This is an optimization exercise on Yosys and OpenROAD, whose aim is small area, not a production implementation.
Function was checked by simulation only, so behaviour that the tests miss may differ from the original.
The flow treats the clock pin as an ideal source, which a real chip does not have.
No activity file was given, so power comes from the tool's default toggle rates.

--- flow/config.mk ---
export PLATFORM = sky130hd
export DESIGN_NAME = sd_cmd_engine
export DESIGN_NICKNAME = sd_cmd_engine
export VERILOG_FILES = /design/flow/design.v
export SDC_FILE = /design/flow/constraint.sdc
export NUM_CORES = 4
export LEC_CHECK = 0
export CAP_MARGIN = 20
export CORE_MARGIN = 2
export CORE_UTILIZATION = 75
export PLACE_DENSITY = 0.88
export SLEW_MARGIN = 20
export SYNTH_HIERARCHICAL = 1
export SYNTH_MINIMUM_KEEP_SIZE = 0
--- flow/constraint.sdc ---
create_clock -name core_clock -period 10.0 [get_ports {clk}]
set_input_delay 2.0000 -clock core_clock [delete_from_list [all_inputs] [get_ports {clk}]]
set_output_delay 2.0000 -clock core_clock [all_outputs]
set_load 0.01 [all_outputs]
--- flow/design.v ---
module sd_cnt_next (
    input  [7:0] c,
    input        clr_n,
    output [7:0] n
);
wire [7:0] t;    
wire [7:0] s;    
assign t[1] = c[0];
genvar i;
generate
    for (i = 1; i < 7; i = i + 1) begin : ha
        sd_ha u (.a(c[i]), .b(t[i]), .s(s[i]), .co(t[i+1]));
    end
endgenerate
sd_xor2 u_x7 (.a(c[7]), .b(t[7]), .y(s[7]));
sd_nand2 u_n0 (.a(clr_n), .b(c[0]), .y(n[0]));
generate
    for (i = 1; i < 8; i = i + 1) begin : clr
        sd_and2 u (.a(clr_n), .b(s[i]), .y(n[i]));
    end
endgenerate
endmodule
module sd_ha (
    input  a,
    input  b,
    output s,
    output co
);
assign {co, s} = a + b;
endmodule
module sd_xor2 (
    input  a,
    input  b,
    output y
);
assign y = a ^ b;
endmodule
module sd_nand2 (
    input  a,
    input  b,
    output y
);
assign y = !(a & b);
endmodule
module sd_send_mux (
    input  [5:0]  c,
    input  [39:0] f,
    input         crc6,
    output        y
);
wire [12:0] g;
wire [2:0]  h;
sd_and2 u_g0 (.a(c[1]), .b(c[0]), .y(g[0]));           
genvar k;
generate
    for (k = 1; k <= 9; k = k + 1) begin : l1
        sd_mux4 u (.d({f[41-4*k-3], f[41-4*k-2], f[41-4*k-1], f[41-4*k]}), .s(c[1:0]), .y(g[k]));
    end
endgenerate
sd_mux4 u_g10 (.d({crc6, crc6, f[0], f[1]}), .s(c[1:0]), .y(g[10]));
sd_mux4 u_h0 (.d(g[3:0]), .s(c[3:2]), .y(h[0]));
sd_mux4 u_h1 (.d(g[7:4]), .s(c[3:2]), .y(h[1]));
sd_mux4 u_h2 (.d({crc6, g[10:8]}), .s(c[3:2]), .y(h[2]));
sd_mux4 u_y  (.d({crc6, h[2:0]}), .s(c[5:4]), .y(y));
endmodule
module sd_mux4 (
    input  [3:0] d,
    input  [1:0] s,
    output       y
);
assign y = d[s];
endmodule
module sd_and2 (
    input  a,
    input  b,
    output y
);
assign y = a & b;
endmodule
module sd_crc_next (
    input  [6:0] r,
    input        sel,
    input        d1,
    input        d0,
    input        shift,
    input        hold,
    output [6:0] n
);
wire din_n, fb, f3;
sd_mux2i u_in (.a0(d0), .a1(d1), .s(sel), .y(din_n));
sd_xnor2 u_fb (.a(din_n), .b(r[6]), .y(fb));
sd_xor2 u_f3 (.a(r[2]), .b(fb), .y(f3));
sd_a22o u_n0 (.a1(shift), .a2(fb),   .b1(hold), .b2(r[0]), .y(n[0]));
sd_a22o u_n1 (.a1(shift), .a2(r[0]), .b1(hold), .b2(r[1]), .y(n[1]));
sd_a22o u_n2 (.a1(shift), .a2(r[1]), .b1(hold), .b2(r[2]), .y(n[2]));
sd_a22o u_n3 (.a1(shift), .a2(f3),   .b1(hold), .b2(r[3]), .y(n[3]));
sd_a22o u_n4 (.a1(shift), .a2(r[3]), .b1(hold), .b2(r[4]), .y(n[4]));
sd_a22o u_n5 (.a1(shift), .a2(r[4]), .b1(hold), .b2(r[5]), .y(n[5]));
sd_a22o u_n6 (.a1(shift), .a2(r[5]), .b1(hold), .b2(r[6]), .y(n[6]));
endmodule
module sd_mux2i (
    input  a0,
    input  a1,
    input  s,
    output y
);
assign y = !(s ? a1 : a0);
endmodule
module sd_xnor2 (
    input  a,
    input  b,
    output y
);
assign y = !(a ^ b);
endmodule
module sd_a22o (
    input  a1,
    input  a2,
    input  b1,
    input  b2,
    output y
);
assign y = (a1 & a2) | (b1 & b2);
endmodule
module sd_cmd_engine (
    input         clk,
    input         rst_n,
    input         soft_rst_n,
    input         command_ready,
    input         response_expected,
    input         long_response,
    input  [5:0]  command_index,
    input  [31:0] command_argument,
    input         sd_cmd_in,
    input         sd_dat0_in,
    output        sd_cmd_out,
    output        sd_cmd_oe,
    output        cmd_sending,
    output [31:0] response0,
    output [31:0] response1,
    output [31:0] response2,
    output [31:0] response3,
    output        resp_crc_err,
    output        end_command,
    output        end_command_and_response,
    output        response_timeout
);
reg         st_send, st_resp, st_c;
reg         oe;
reg   [7:0] cnt;
reg   [6:0] crc;
reg [119:0] resp;
wire idle      = !st_send && !st_resp;
wire wait_send = idle && st_c;
wire wait_recv = st_resp && !st_c;
wire receiving = st_resp && st_c;
wire send_last  = cnt[5] && cnt[4];
wire timeout    = wait_recv && cnt[6];
wire short_last = cnt[5] && (&cnt[3:0]);
wire long_last  = cnt[7] && cnt[3];
wire recv_last  = long_response ? long_last : short_last;
always @(posedge clk or negedge rst_n) begin
    if (!rst_n) begin
        st_send <= 1'b0;
        st_resp <= 1'b0;
        st_c    <= 1'b0;
    end else if (!soft_rst_n) begin
        st_send <= 1'b0;
        st_resp <= 1'b0;
        st_c    <= 1'b0;
    end else if (st_send) begin
        if (send_last) begin
            st_send <= 1'b0;
            st_resp <= response_expected;
        end
    end else if (!st_resp) begin
        if (!st_c) begin
            st_c <= command_ready;
        end else if (sd_dat0_in) begin
            st_c    <= 1'b0;
            st_send <= 1'b1;
        end
    end else if (!st_c) begin
        if (cnt[6])
            st_resp <= 1'b0;
        else if (!sd_cmd_in)
            st_c <= 1'b1;
    end else if (recv_last) begin
        st_resp <= 1'b0;
        st_c    <= 1'b0;
    end
end
always @(posedge clk or negedge rst_n) begin
    if (!rst_n)
        oe <= 1'b0;
    else
        oe <= st_send;
end
wire       cnt_clr_n = !(idle || (st_send && send_last) || (wait_recv && !sd_cmd_in));
wire [7:0] cnt_next;
sd_cnt_next u_cnt (.c(cnt), .clr_n(cnt_clr_n), .n(cnt_next));
always @(posedge clk)
    cnt <= cnt_next;
wire send_bit;
sd_send_mux u_mux (.c(cnt[5:0]), .f({2'b01, command_index, command_argument}), .crc6(crc[6]), .y(send_bit));
assign sd_cmd_out  = !st_send || send_bit;
assign sd_cmd_oe   = oe;
assign cmd_sending = st_send;
wire crc_win = long_response ? ((|cnt[7:3]) && !(cnt[7] && (cnt[3] || (&cnt[2:0])))) : !short_last;
wire       crc_shift = st_send || (receiving && crc_win);
wire       crc_hold  = !crc_shift && !wait_send;
wire [6:0] crc_next;
sd_crc_next u_crc (.r(crc), .sel(st_send), .d1(send_bit), .d0(sd_cmd_in),
                   .shift(crc_shift), .hold(crc_hold), .n(crc_next));
always @(posedge clk)
    crc <= crc_next;
assign resp_crc_err = |crc;
wire shift_en = receiving && !cnt[7] && (|cnt[6:3]) && !(!long_response && cnt[5] && cnt[3]);
always @(posedge clk) begin
    if (st_send || !soft_rst_n)
        resp <= 120'd0;
    else if (shift_en)
        resp <= {resp[118:0], sd_cmd_in};
end
assign response0 = resp[31:0];
assign response1 = resp[63:32];
assign response2 = resp[95:64];
assign response3 = {8'd0, resp[119:96]};
assign end_command              = st_resp;
assign end_command_and_response = receiving && recv_last;
assign response_timeout         = timeout;
endmodule
--- flow/flow/run.sh ---
#!/bin/bash
# Layout flow: the standard flow (standard.sh, unchanged synthesis), with
#  - port buffers of the smallest buffer cell (buf_1) instead of buffer_ports' default pick,
#  - one tie cell for the constant outputs (no per-pin tie copies),
#  - a clock tree of clkbuf_4 cells without dummy balancing loads; after CTS
#    (post_cts.tcl), downsize.tcl gives logic cells the smallest drive that keeps timing, and
#    cts_fix.tcl sizes each leaf clock buffer to the smallest clkbuf that keeps the
#    flip-flop clock slew low.
# make's full output goes to make_finish.log; each ORFS step keeps its own log under orfs/logs/.
set -euo pipefail
here=$(pwd)
export BUFFER_PORTS_ARGS="-buffer_cell sky130_fd_sc_hd__buf_1"
export SKIP_REPAIR_TIE_FANOUT=1
export CTS_ARGS="-sink_clustering_enable -repair_clock_nets -dont_use_dummy_load -buf_list sky130_fd_sc_hd__clkbuf_4"
export POST_CTS_TCL="$here/flow/post_cts.tcl"
bash standard.sh finish > make_finish.log 2>&1
--- flow/flow/cts_fix.tcl ---
set ::slew_target 0.112
set ::leaf_sizes {sky130_fd_sc_hd__clkbuf_1 sky130_fd_sc_hd__clkbuf_2 sky130_fd_sc_hd__clkbuf_4 sky130_fd_sc_hd__clkbuf_8 sky130_fd_sc_hd__clkbuf_16}
proc clk_load_pins {inst} {
  return [get_pins -of_objects [get_nets -of_objects [get_pins -of_objects $inst -filter "direction == output"]] -filter "direction == input"]
}
proc clk_load_slew {inst} {
  set worst 0
  foreach pin [clk_load_pins $inst] {
    set s [get_property $pin slew_max]
    if {$s > $worst} { set worst $s }
  }
  return $worst
}
estimate_parasitics -placement
foreach inst [get_cells *] {
  if {![string match "sky130_fd_sc_hd__clkbuf_*" [get_property $inst ref_name]]} { continue }
  set leaf 1
  foreach pin [clk_load_pins $inst] {
    if {[string match "sky130_fd_sc_hd__clkbuf_*" [get_property [get_cells -of_objects $pin] ref_name]]} { set leaf 0 }
  }
  if {!$leaf} { continue }
  set orig [get_property $inst ref_name]
  foreach m $::leaf_sizes {
    replace_cell $inst [get_lib_cells */$m]
    if {[clk_load_slew $inst] <= $::slew_target} { break }
  }
  puts "leaf clock buffer [get_full_name $inst]: $orig -> [get_property $inst ref_name], load slew [clk_load_slew $inst]"
}
detailed_placement
check_placement -verbose
--- flow/flow/downsize.tcl ---
# Downsize logic cells: replace each combinational cell by the smallest-area
# cell of the same function (sky130hd drive variants) that keeps every slew
# and capacitance limit, load slews under max_load_slew, setup slack above
# min_setup and hold slack above min_hold. Clock buffers, flip-flops, port
# buffers and physical cells are left alone.
set ::max_load_slew 0.75
set ::min_setup 2.0e-9
set ::min_hold 0.05e-9
estimate_parasitics -placement
set ::lib_area {}
foreach lc [get_lib_cells */sky130_fd_sc_hd__*] {
  dict set ::lib_area [get_name $lc] [get_property $lc area]
}
proc variants {master} {
    if {![regexp {^(sky130_fd_sc_hd__[a-z0-9]+)_[0-9]+$} $master -> base]} { return {} }
  set out {}
  dict for {name a} $::lib_area {
    if {[regexp "^${base}_\[0-9\]+\$" $name]} { lappend out [list $name $a] }
  }
  return [lsort -real -index 1 $out]
}
proc load_slew_ok {inst} {
    foreach opin [get_pins -of_objects $inst -filter "direction == output"] {
    set net [get_nets -of_objects $opin]
    if {$net eq ""} { continue }
    foreach pin [get_pins -of_objects $net -filter "direction == input"] {
      if {[get_property $pin slew_max] > $::max_load_slew} { return 0 }
    }
  }
  return 1
}
proc design_ok {} {
  if {[sta::max_slew_violation_count] > 0} { return 0 }
  if {[sta::max_capacitance_violation_count] > 0} { return 0 }
  if {[sta::worst_slack_cmd max] < $::min_setup} { return 0 }
  if {[sta::worst_slack_cmd min] < $::min_hold} { return 0 }
  return 1
}
set saved 0.0
foreach inst [get_cells *] {
  set master [get_property $inst ref_name]
  if {[regexp {clkbuf|clkinv|df|dl|tap|fill|decap|conb} $master]} { continue }
  if {[string match "sky130_fd_sc_hd__buf_1" $master]} { continue }
  set cur_area [dict get $::lib_area $master]
  foreach v [variants $master] {
    lassign $v name a
    if {$a >= $cur_area} { break }
    replace_cell $inst [get_lib_cells */$name]
    if {[load_slew_ok $inst] && [design_ok]} {
      set saved [expr {$saved + $cur_area - $a}]
      puts "downsized [get_full_name $inst]: $master -> $name"
      break
    }
    replace_cell $inst [get_lib_cells */$master]
  }
}
puts "downsizing saved $saved um2"
detailed_placement
check_placement -verbose
--- flow/flow/post_cts.tcl ---
# After CTS: upsize clock buffers whose flip-flops see a high clock slew, then
# downsize the logic cells to the smallest drive that keeps timing and slews.
set here [file dirname [info script]]
source $here/cts_fix.tcl
source $here/downsize.tcl
--- flow/standard.sh ---
#!/bin/bash
# synth_recipe.tcl (not shown) runs the flow's synth.tcl, then flattens the netlist and writes it again
# the make line also repeats each setting of config.mk as NAME=value (left out here)
make -C /OpenROAD-flow-scripts/flow DESIGN_CONFIG=/design/flow/config.mk WORK_HOME=/design/flow/orfs CLKGATE_MAP_FILE= SYNTH_SCRIPT=/design/flow/synth_recipe.tcl "${@:-finish}"
==> results of run 1 <==
==> sequential cells by signal (all words and copies together) (netlist names) <==
signal   flops
cnt          8
resp       120
st_c         1
oe           1
st_send      1
crc          7
st_resp      1
==> worst max path at each step <==
| stage | startpoint | depth (start not counted) | slack [ns] | endpoint |
|---|---|---|---|---|
| 3_3_place_gp | command_argument[30] | 6 | 4.23 | sd_cmd_out |
| 3_5_place_dp | command_argument[30] | 6 | 4.22 | sd_cmd_out |
| 5_1_grt | command_argument[2] | 6 | 4.18 | sd_cmd_out |
| 6_report | command_argument[6] | 6 | 4.19 | sd_cmd_out |
| 2_1_floorplan | command_argument[26] | 4 | 4.46 | sd_cmd_out |
==> per-layer routing <==
| metal | GRT usage | vias up | share of wire |
|---|---|---|---|
| li1 | - | 2053 | - |
| met1 | 0.349 | 2025 | 0.39 |
| met2 | 0.520 | 179 | 0.51 |
| met3 | 0.0805 | 25 | 0.077 |
| met4 | 0.105 | 0 | 0.023 |
| met5 | 0 | - | 0 |
==> report_power, final <==
group          switching (mW)  leakage (nW)  internal [mW]  total [mW]
combinational          0.0278         0.868         0.0220      0.0498
sequential            0.00768          1.14          0.557       0.565
clock                   0.162        0.0846         0.0845       0.247
total                   0.198          2.09          0.664       0.861
==> per-stage QoR <==
stage	utilization	worst slack (ns)
after global placement	0.849	4.23
final	0.867	4.19
after global routing	0.867	4.18
after floorplan	-	4.46
after detailed placement	0.849	4.22
==> area by class of cell <==
type,count,area [sq um],area share
inverters,4,15.0,0.00241
repair buffers,175,672,0.108
flip-flops and latches,139,2800,0.451
well taps,99,124,0.0199
clock buffers,17,139,0.0223
multi-input cells,321,2470,0.397
==> tightest hold or removal path: cells and delay by family, from the launching register on <==
family           cells  cell delay, ns
AND/OR/NAND/NOR      1            0.07
multiplexers         1            0.06
flip-flops           1            0.31
==> results.txt, run 1 <==
Core Rows=31; worst reg2reg startpoint=cnt[0]; Initial Utilization=0.769; Die X=89.8 microns; Post-Syn Area=0.00552 sq mm; share of cells above drive strength 1=0.0534; RSZ-0062 raised after global routing=false; I/O pin count=181; slowest stage cell, crit path=mux4_2; PortBufs=172; Setup Crit Path Kind=in -> out; cells along the critical path=buf_1 -> mux4_2 -> mux4_2 -> mux4_2 -> nand2b_1 -> buf_1; # DRC=0; slew margin rel.=0.429; Finished Layout Cells=755; Pre-Repair DR Iteration Count=5; Syn Area/Cell=11.0 sq um; Worst path top cell family by delay=multiplexers; cell repeated most along the worst path=mux4_2; Gate Count Post-Synth=500; Worst Max-Slew Pin Slew=0.856 ns; Syn Nets=552; leakage power=2.09 nW; Total Nets Final=710; Core Area=0.00718 sq mm; Clock Latency Late Sink=0.52 ns; Hold EP=resp[7]; Final GP Congestion=0.903; yosys warns=7; total gr overflow=0; Worst Path Max Fanout=2; status=no timing/DRC/antenna violations; hold slack=0.470 ns; WP buf/inv=2; clk_skew=0.0373 ns; hold_sp=resp[6]; most frequent cells in the layout=172 x buf_1, 135 x dfxtp_1, 126 x nand2_1, 121 x mux2i_1, 14 x mux4_2; GRT Total Usage=0.296; Worst Setup Start Kind=input pin; Fin. Hold Viols=0; crit share post-route=0.581; Die Ht=89.8 microns; Hold Path Stages=2; Worst path max stage delay=0.49 ns; fill count=393; Design Power=0.861 mW; DR vias/cell=5.67; reg2reg setup slack=6.78 ns; Slew Viols, Final=0; area grow syn2layout=12.7%; maximum clock frequency=172 MHz; CTS tree=done; # clock sinks=139; CP endpoint kind=output port; Max Cap Viol=0; Hold Path Class=reg -> reg; commonest non-fill, non-tap cell in the layout=buf_1; number of global-route vias before repair=4207; largest net degree at the start of global routing=88; DR vias=4282; WL per Instance=15.6 microns; Placed Area=0.00609 sq mm; Critical Path AT=3.81 ns; minimum clock period=5.81 ns; setup TNS=0 ns; initial antenna violation count=0; n_diodes=0; WP data required=8.00 ns; Final Setup Violations=0; pwr/cell area=138 mW/mm^2; FF-to-FF path depth=7; clk slew on worst S/H paths=0.10 ns; post-route antenna net violation count=0; dpl cells=738; drt first-iter violations=163; final instance area=0.00622 sq mm; reg-to-reg endpoint=crc[3]; final WL=11800 microns; Die ar.=0.00806 sq mm; Post-DP HPWL=8350 microns; wire length of the first global-routing pass=19300 microns; Worst VDD drop=0.138 mV
==> run 2: changes to the inputs <==
--- a/flow/design.v
+++ b/flow/design.v
@@ -214,13 +214,33 @@
                    .shift(crc_shift), .hold(crc_hold), .n(crc_next));
 always @(posedge clk)
     crc <= crc_next;
-assign resp_crc_err = |crc;
-wire shift_en = receiving && !cnt[7] && (|cnt[6:3]) && !(!long_response && cnt[5] && cnt[3]);
+reg crc_err;
+wire crc_done = long_response ? (cnt[7] && (&cnt[2:0])) : short_last;
+always @(posedge clk or negedge rst_n) begin
+    if (!rst_n)
+        crc_err <= 1'b0;
+    else if (!soft_rst_n || st_send)
+        crc_err <= 1'b0;
+    else if (receiving && crc_done)
+        crc_err <= |crc;
+end
+assign resp_crc_err = crc_err;
+wire in_8_31 = !cnt[7] && !cnt[6] && !cnt[5] && (cnt[4] || cnt[3]);
+wire [3:0] word_en;
+assign word_en[3] = receiving && long_response && in_8_31;
+assign word_en[2] = receiving && long_response && (cnt[7:5] == 3'd1);
+assign word_en[1] = receiving && long_response && (cnt[7:5] == 3'd2);
+assign word_en[0] = receiving && (long_response ? (cnt[7:5] == 3'd3)
+                                                : (in_8_31 || (cnt[7:3] == 5'd4)));
 always @(posedge clk) begin
     if (st_send || !soft_rst_n)
         resp <= 120'd0;
-    else if (shift_en)
-        resp <= {resp[118:0], sd_cmd_in};
+    else begin
+        if (word_en[3]) resp[119:96] <= {resp[118:96], sd_cmd_in};
+        if (word_en[2]) resp[95:64]  <= {resp[94:64],  sd_cmd_in};
+        if (word_en[1]) resp[63:32]  <= {resp[62:32],  sd_cmd_in};
+        if (word_en[0]) resp[31:0]   <= {resp[30:0],   sd_cmd_in};
+    end
 end
 assign response0 = resp[31:0];
 assign response1 = resp[63:32];
==> results.txt, run 2 <==
GRT Total Usage=0.308 (+0.0120); area grow syn2layout=12.1%; Slew Viols, Final=0 (unchanged); setup TNS=0 ns (unchanged); cell repeated most along the worst path=mux4_2; Worst Max-Slew Pin Slew=1.01 ns (+0.155 ns); routed length on met2=6580 microns (+9.1%); leakage power=2.07 nW (-1.4%); reg-to-reg endpoint=crc[3]; status=no timing/DRC/antenna violations; PortBufs=172 (unchanged); drt first-iter violations=236 (+45%); n_diodes=0 (unchanged); CP endpoint kind=output port; most frequent cells in the layout=213 x nand2_1, 172 x buf_1, 135 x dfxtp_1, 90 x a21oi_1, 34 x mux2i_1; Final Setup Violations=0 (unchanged); minimum clock period=5.81 ns (-0.00301 ns); slew margin rel.=0.326 (-0.103); Critical Path AT=3.81 ns (about the same); Hold Path Stages=2 (unchanged); commonest non-fill, non-tap cell in the layout=nand2_1; clk slew on worst S/H paths=0.10 ns (about the same); largest net degree at the start of global routing=89 (+1.1%); Hold EP=resp[46]; cells along the critical path=buf_1 -> mux4_2 -> mux4_2 -> mux4_2 -> nand2b_1 -> buf_1; # clock sinks=140 (+0.72%); total gr overflow=0 (unchanged); Syn Nets=667 (+21%); Core Area=0.00725 sq mm (+1.1%); Clock Latency Late Sink=0.51 ns (about the same); fill count=392 (-0.25%); WL met1=4900 microns (+7.6%); hold_sp=resp[45]; DR vias=4913 (+15%); Fin. Hold Viols=0 (unchanged); yosys warns=7 (unchanged); Pre-Repair DR Iteration Count=5 (unchanged); Hold Path Class=reg -> reg; post-route antenna net violation count=0 (unchanged); top layer reached by signal wires=met4; Final GP Congestion=0.834 (-7.7%); Max Cap Viol=0 (unchanged); final WL=12700 microns (+8.1%); # DRC=0 (unchanged); Gate Count Post-Synth=615 (+23%); maximum clock frequency=172 MHz (about the same); Worst Setup Start Kind=input pin; Post-DP HPWL=8680 microns (+3.9%); Total Nets Final=817 (+15%); DR vias/cell=5.70 (+0.49%); Core Rows=31 (unchanged); routed wl met3=831 microns (-8.7%); initial antenna violation count=0 (unchanged); Top Registers=resp x120, cnt x8, crc x7; reg2reg setup slack=6.80 ns (+0.02 ns); RSZ-0062 raised after global routing=false; FF-to-FF path depth=7 (unchanged); Worst Path Max Fanout=2 (unchanged); I/O pin count=181 (unchanged); Die Ht=90.5 microns (+0.79%); WL per Instance=14.8 microns (-5.3%); Final WS setup=4.19 ns (+0.00301 ns); worst reg2reg startpoint=cnt[0]; max reg flops=120 (unchanged); Die ar.=0.00819 sq mm (+1.6%); Setup Crit Path Kind=in -> out; wire length of the first global-routing pass=20400 microns (+5.7%); CTS tree=done; slowest stage cell, crit path=mux4_2; pwr/cell area=138 mW/mm^2 (-0.65%); Worst path max stage delay=0.48 ns (about the same); WP data required=8.00 ns (about the same); crit share post-route=0.581 (about the same); Die X=90.5 microns (+0.79%); Syn Area/Cell=9.12 sq um (-17%); share of cells above drive strength 1=0.0550 (+0.00169); clk_skew=0.0412 ns (+0.00385 ns); pre-CTS WS=4.22 ns (+0.00710 ns); Reg with most FFs=resp; Worst VDD drop=0.0954 mV (-31%); Post-Syn Area=0.00561 sq mm (+1.7%); Initial Utilization=0.774 (+0.00437); number of global-route vias before repair=4572 (+8.7%)
==> run 2: worst max path at each step <==
stage | depth (start not counted) | slack, ns | startpoint | endpoint
6_report | 6 | 4.19 | command_argument[6] | sd_cmd_out
5_1_grt | 6 | 4.16 | command_argument[6] | sd_cmd_out
3_5_place_dp | 6 | 4.22 | command_argument[6] | sd_cmd_out
3_3_place_gp | 6 | 4.24 | command_argument[26] | sd_cmd_out
2_1_floorplan | 4 | 4.46 | command_argument[26] | sd_cmd_out
==> run 2: worst max-delay path, delay by kind of cell <==
kind	cells	cell delay (ns)
buf+inv	2	0.22
simple gates	1	0.15
mux	3	1.44
==> run 2: layer usage <==
layer	up-vias	GRT usage
met2	226	0.542
li1	2354	-
met1	2296	0.341
met3	37	0.0893
met5	-	0
met4	0	0.145
==> run 2: where the power goes <==
part	leakage [nW]	total (mW)	internal [mW]	switching (mW)
registers	1.16	0.570	0.562	0.00874
clock network	0.0825	0.244	0.0824	0.162
logic	0.828	0.0503	0.0229	0.0274
total	2.07	0.865	0.667	0.198
==> run 2: per-stage QoR <==
stage / cell area (sq um) / hold slack [ns] / utilization / power (mW) / std cells
floorplan: 5610 / 0.463 / - / 0.620 / 615
global placement: 6140 / 0.440 / 0.846 / 0.630 / 841
detailed placement: 6140 / 0.451 / 0.846 / 0.633 / 841
global route: 6290 / 0.478 / 0.867 / 0.895 / 862
finish: 6290 / 0.454 / 0.867 / 0.865 / 862
==> run 2: layout make-up <==
type / instances / area [sq um] / area share
multi-input combinational: 427 / 2490 / 0.396
sequential: 140 / 2830 / 0.450
timing repair buffer: 178 / 707 / 0.112
inverter: 1 / 3.75 / 0.000597
clock buffer: 17 / 135 / 0.0215
tap: 99 / 124 / 0.0197

==> separate check: timing with driven ports <==
The flow's constraints put no driver on any port. The routed layouts listed below were extracted and timed again, unchanged, in two steps. Step 1: set_driving_cell puts a clkbuf_16 on clk and a buf_2 on each other input, an assumption about the parent block. Step 2 times the ports against the registers' clock, not the clock port: input delays grow and output delays shrink by t, the midpoint of the rising clock arrivals with the driver on. a / b / c = no drivers / after step 1 / after step 2; a / b = the first two.
run	shift t [ns]	setup WS [ns]	worst hold slack (ns)
run 1	0.531	4.188 / 4.148 / 4.148	0.470 / 0.470 / 0.470
run 2	0.520	4.191 / 4.168 / 4.168	0.454 / 0.454 / 0.454
After both steps every run listed still meets setup and hold. For run 1, which loses most, drivers alone change the setup slack by -0.040 ns; drivers and shift together by -0.040 ns.
